Context: an optimization exercise on an open-source flow, tuned for small area and a short achievable clock period. The choices shown serve that exercise and are no tape-out recipe.
The RTL was checked by simulation tests, not by an equivalence proof against the original design.

job 9601:
==> flow/design.v <==
module ks_vandana_fp_div(
	a1,
	b1,
	c,
	clk
);
	input wire [31:0] a1;
	input wire [31:0] b1;
	input wire clk;
	output wire [31:0] c;
	localparam integer K1 = 3;
	wire        sc0 = a1[31] ^ b1[31];
	wire [7:0]  e0  = (a1[30:23] - b1[30:23]) + 8'd127;
	wire        q1  = a1[22] | ~b1[22];
	wire [26:0] ys [2:13];
	wire [26:0] yc [2:13];
	wire [23:0] mbv [1:13];
	wire [2:0]  dig [2:13];    
	wire [24:0] vs, vc;        
	assign mbv[1] = {1'b1, b1[22:0]};
	assign ys[2] = {2'b00, 1'b1, a1[22:0], q1};
	assign yc[2] = q1 ? ~{1'b0, 1'b1, b1[22:0], 2'b00} : 27'd0;
	reg        sc1, sc2;
	reg [7:0]  e1, e2;
	reg [22:0] mb1;
	reg [26:0] ys1, yc1;
	reg [24:0] vs2, vc2;
	reg        q1_1, q1_2;
	reg [3*K1-1:3] dg1;         
	reg [35:0] dg2;             
	genvar j;
	generate
		for (j = 2; j <= 13; j = j + 1) begin : step
			wire [26:0] s_in, c_in;
			wire [23:0] mb;
			if (j == K1 + 1) begin : from1
				assign s_in = ys1;
				assign c_in = yc1;
				assign mb = {1'b1, mb1};
			end else begin : direct
				assign s_in = ys[j];
				assign c_in = yc[j];
				assign mb = mbv[j-1];
			end
			assign mbv[j] = mb;
			wire qpos, two, one;
			r4_sel u_sel (.sh(s_in[26:20]), .ch(c_in[26:20]), .di(mb[22:20]),
				.qpos(qpos), .two(two), .one(one));
			wire [2:0] q = {qpos, two, one};
			wire [24:0] so, co;
			wire [24:0] mbl = {1'b0, mb};
			wire [24:0] mbh = {mb, 1'b0};
			genvar i;
			for (i = (j == 2) ? 0 : 2; i < 25; i = i + 1) begin : bt
				wire m = ((one & mbl[i]) | (two & mbh[i])) ^ qpos;
				r4_fa u_fa (.a(s_in[i]), .b(c_in[i]), .ci(m), .s(so[i]), .co(co[i]));
			end
			if (j > 2) begin : blo
				for (i = 0; i < 2; i = i + 1) begin : bl
					wire m = ((one & mbl[i]) | (two & mbh[i])) ^ qpos;
					assign so[i] = m;
					assign co[i] = 1'b0;
				end
			end
			wire [24:0] wc = {co[23:0], qpos};
			assign dig[j] = q;
			if (j < 13) begin : nxt
				assign ys[j+1] = {so, 2'b00};
				assign yc[j+1] = {wc, 2'b00};
			end else begin : last
				assign vs = so;
				assign vc = wc;
			end
		end
	endgenerate
	wire [3*12-1:0] dall;
	generate
		for (j = 2; j <= 13; j = j + 1) begin : gath
			assign dall[3*(13-j)+2:3*(13-j)] = dig[j];
		end
	endgenerate
	always @(posedge clk) begin
		sc1 <= sc0;
		e1 <= e0;
		mb1 <= b1[22:0];
		q1_1 <= q1;
		ys1 <= ys[K1+1];
		yc1 <= yc[K1+1];
		dg1 <= dall[35:36-3*(K1-1)];
		sc2 <= sc1;
		e2 <= e1;
		q1_2 <= q1_1;
		vs2 <= vs;
		vc2 <= vc;
		dg2 <= {dg1, dall[35-3*(K1-1):0]};
	end
	wire [35:0] dq = dg2;
	wire [24:0] qp, qn;
	assign qp[24] = q1_2;
	assign qn[24] = 1'b0;
	generate
		for (j = 2; j <= 13; j = j + 1) begin : conv
			wire [2:0] d = dq[3*(13-j)+2:3*(13-j)];
			assign qp[2*(13-j)+1:2*(13-j)] = d[2] ? d[1:0] : 2'b00;
			assign qn[2*(13-j)+1:2*(13-j)] = d[2] ? 2'b00 : d[1:0];
		end
	endgenerate
	wire [24:0] v = vs2 + vc2;
	wire [24:0] f = qp - qn - {24'd0, v[24]};
	wire [22:0] frac = f[23] ? f[22:0] : {f[21:0], 1'b0};
	wire [7:0]  ex = f[23] ? e2 : e2 - 8'd1;
	assign c = {sc2, ex, frac};
endmodule
module r4_sel(sh, ch, di, qpos, two, one);
input wire [6:0] sh; input wire [6:0] ch; input wire [2:0] di; output wire qpos, two, one;
wire [6:0] e = sh + ch;
wire ge1 = ~e[6] & (e[5] | e[4] | e[3] | (e[2] & (~di[2] | e[1])));
wire ge0 = ~e[6] | (e[5] & e[4] & e[3] & (e[2] | (di[2] ? (e[1] | e[0]) : (e[1] & e[0]))));
reg ge2, gem1;
always @(*) begin
  case (di)
    3'd0: begin ge2 = ~e[6] & (e[5:0] >= 6'd12); gem1 = ~e[6] | (e[5:0] >= 6'd51); end
    3'd1: begin ge2 = ~e[6] & (e[5:0] >= 6'd14); gem1 = ~e[6] | (e[5:0] >= 6'd49); end
    3'd2: begin ge2 = ~e[6] & (e[5:0] >= 6'd15); gem1 = ~e[6] | (e[5:0] >= 6'd48); end
    3'd3: begin ge2 = ~e[6] & (e[5:0] >= 6'd16); gem1 = ~e[6] | (e[5:0] >= 6'd46); end
    3'd4: begin ge2 = ~e[6] & (e[5:0] >= 6'd18); gem1 = ~e[6] | (e[5:0] >= 6'd44); end
    3'd5: begin ge2 = ~e[6] & (e[5:0] >= 6'd20); gem1 = ~e[6] | (e[5:0] >= 6'd44); end
    3'd6: begin ge2 = ~e[6] & (e[5:0] >= 6'd20); gem1 = ~e[6] | (e[5:0] >= 6'd42); end
    3'd7: begin ge2 = ~e[6] & (e[5:0] >= 6'd24); gem1 = ~e[6] | (e[5:0] >= 6'd40); end
  endcase
end
assign qpos = ge1;
assign two = ge2 | ~gem1;
assign one = (ge1 & ~ge2) | (gem1 & ~ge0);
endmodule
module r4_fa(a, b, ci, s, co);
	input wire a;
	input wire b;
	input wire ci;
	output wire s;
	output wire co;
	assign s = a ^ b ^ ci;
	assign co = (a & b) | (a & ci) | (b & ci);
endmodule
clock: 120.0 ns
lec_check: 0
cap_margin: 20
core_margin: 2
core_utilization: 40
cts_buf_list: sky130_fd_sc_hd__clkbuf_8
slew_margin: 90
synth_hierarchical: 1
standard.sh (not shown) runs the stock make flow with config.mk's settings and CLKGATE_MAP_FILE= SYNTH_SCRIPT=/design/flow/synth_recipe.tcl, a recipe that flattens the netlist after the stock synthesis.
==> flow/flow/run.sh <==
#!/bin/bash
# The standard layout (standard.sh), with the input and output ports
# buffered by the two-drive buffer cell instead of the flow's default one.
# The full output of the flow goes to flow.log in this folder.
export BUFFER_PORTS_ARGS="-buffer_cell sky130_fd_sc_hd__buf_2"
bash standard.sh > flow.log 2>&1
As the logs show, job 9601 stopped at global routing after a tool error, so it never reached the end of the flow.
diff inputs: job 9601 => job 7019
- CTS_BUF_LIST now sky130_fd_sc_hd__clkbuf_4 sky130_fd_sc_hd__clkbuf_8, was sky130_fd_sc_hd__clkbuf_8
- SLEW_MARGIN now 20, was 90
==> flow/run.sh (new file) <==
#!/bin/bash
# synth_recipe.tcl (not shown) runs the flow's synth.tcl, then flattens the netlist and writes it again
# the make line also repeats each setting of config.mk as NAME=value (left out here)
make -C /OpenROAD-flow-scripts/flow DESIGN_CONFIG=/design/flow/config.mk WORK_HOME=/design/flow/orfs CLKGATE_MAP_FILE= SYNTH_SCRIPT=/design/flow/synth_recipe.tcl finish
removed: flow/flow/run.sh
removed: flow/standard.sh
No stage failed in job 7019, and the final checks on the layout all came back clean. Re number of levels in the clock H-tree: no difference whatsoever between job 9601 and job 7019. From job 7019 to job 9601, multiplexer share of the synthesized area did not move at all. Job 7019 against job 9601: weighted congestion reported at the end of routability-driven placement now smaller, total placed instance area now smaller. Adder and majority gate portion of the synthesized area came out exactly the same in job 7019 and job 9601. Estimated wirelength of the detail-placed design for job 7019: about 53% down relative to job 9601. Area share of xor/xnor cells in the synthesized design delta (job 7019 -> job 9601): insignificant. As far as simple-gate area share of the yosys netlist goes, job 7019 and job 9601 are indistinguishable; the numbers are identical. Post-synthesis cell area: job 9601 vs job 7019 identical. Per the comparison of job 7019 with job 9601, total instance count after detailed placement shrank by 30%, pre-CTS worst setup slack now larger.
Inputs modified between job 7019 and job 7630:
- swapping 20 for 70 in SLEW_MARGIN
- swapping sky130_fd_sc_hd__clkbuf_4 sky130_fd_sc_hd__clkbuf_8 for sky130_fd_sc_hd__clkbuf_8 in CTS_BUF_LIST
==> flow/flow/run.sh (new file) <==
#!/bin/bash
# The standard layout (standard.sh), with the input and output ports
# buffered by the two-drive buffer cell instead of the flow's default one.
# The full output of the flow goes to flow.log in this folder.
export BUFFER_PORTS_ARGS="-buffer_cell sky130_fd_sc_hd__buf_2"
bash standard.sh > flow.log 2>&1
==> flow/standard.sh (new file) <==
#!/bin/bash
# synth_recipe.tcl (not shown) runs the flow's synth.tcl, then flattens the netlist and writes it again
# the make line also repeats each setting of config.mk as NAME=value (left out here)
make -C /OpenROAD-flow-scripts/flow DESIGN_CONFIG=/design/flow/config.mk WORK_HOME=/design/flow/orfs CLKGATE_MAP_FILE= SYNTH_SCRIPT=/design/flow/synth_recipe.tcl "${@:-finish}"
removed: flow/run.sh
==> notes.md <==
- Routed length on met3 sits higher in job 7630 than in job 7019.
- Job 7630 ended with more least setup slack across all paths after layout than job 7019.
- Higher sequential share of layout area goes to job 7630 over job 7019.
- Per the comparison of job 7630 with job 7019, global-route usage picked up an extra 0.57 points, routed wire length picked up an extra 3.8%.
- [compare] base=job 7019 new=job 7630: number of buffers added on ports held steady.
- Share of the core filled with cells: job 7630 vs job 7019, no meaningful difference
- Routed metal-1 wire length: job 7630 higher than job 7019
--- input diff job 7630..job 6493 ---
- CTS_BUF_LIST: sky130_fd_sc_hd__clkbuf_8 -> unset
- SLEW_MARGIN: 70 -> 20
==> flow/flow/run.sh <==
#!/bin/bash
# The standard layout (standard.sh), with the input and output ports
# buffered by the smallest buffer cell instead of the flow's default one.
# The full output of the flow goes to flow.log in this folder.
export BUFFER_PORTS_ARGS="-buffer_cell sky130_fd_sc_hd__buf_1"
bash standard.sh > flow.log 2>&1
==> comparison <==
- Job 6493 vs job 7630, total area of multi-input combinational cells went down by 270 um2.
- Job 7630 -> job 6493: number of global-route vias before repair increased by a few percent
- Job 6493 — met3 usage in global routing 0.63 points higher, job 7630 as reference
- Looking at start point of the critical path, the mb1[20]$_DFF_P_ result is from job 6493; the ys1[20]$_DFF_P_ one comes from job 7630.

afterwards: timing with drivers on the ports:
No port has a modelled driver above. Below, the same layouts with a new extraction and two added sets of constraints.
Step 1, drivers: a clkbuf_16 drives clk and a buf_2 each remaining input, both assumed.
Step 2 times the ports against the registers' clock, not the clock port: input delays grow and output delays shrink by t, the midpoint of the rising clock arrivals with the driver on.
a / b / c = no drivers / after step 1 / after step 2; a / b = the first two.
run	t, ns	slack for setup (ns)	worst register clock-pin slew, ns
job 7019	0.557	86.780 / 86.780 / 86.780	0.12 / 0.12
job 7630	0.554	87.498 / 87.498 / 87.498	0.11 / 0.11
job 6493	0.513	85.782 / 85.782 / 85.782	0.08 / 0.08
After both steps setup and hold are still met in every run listed.
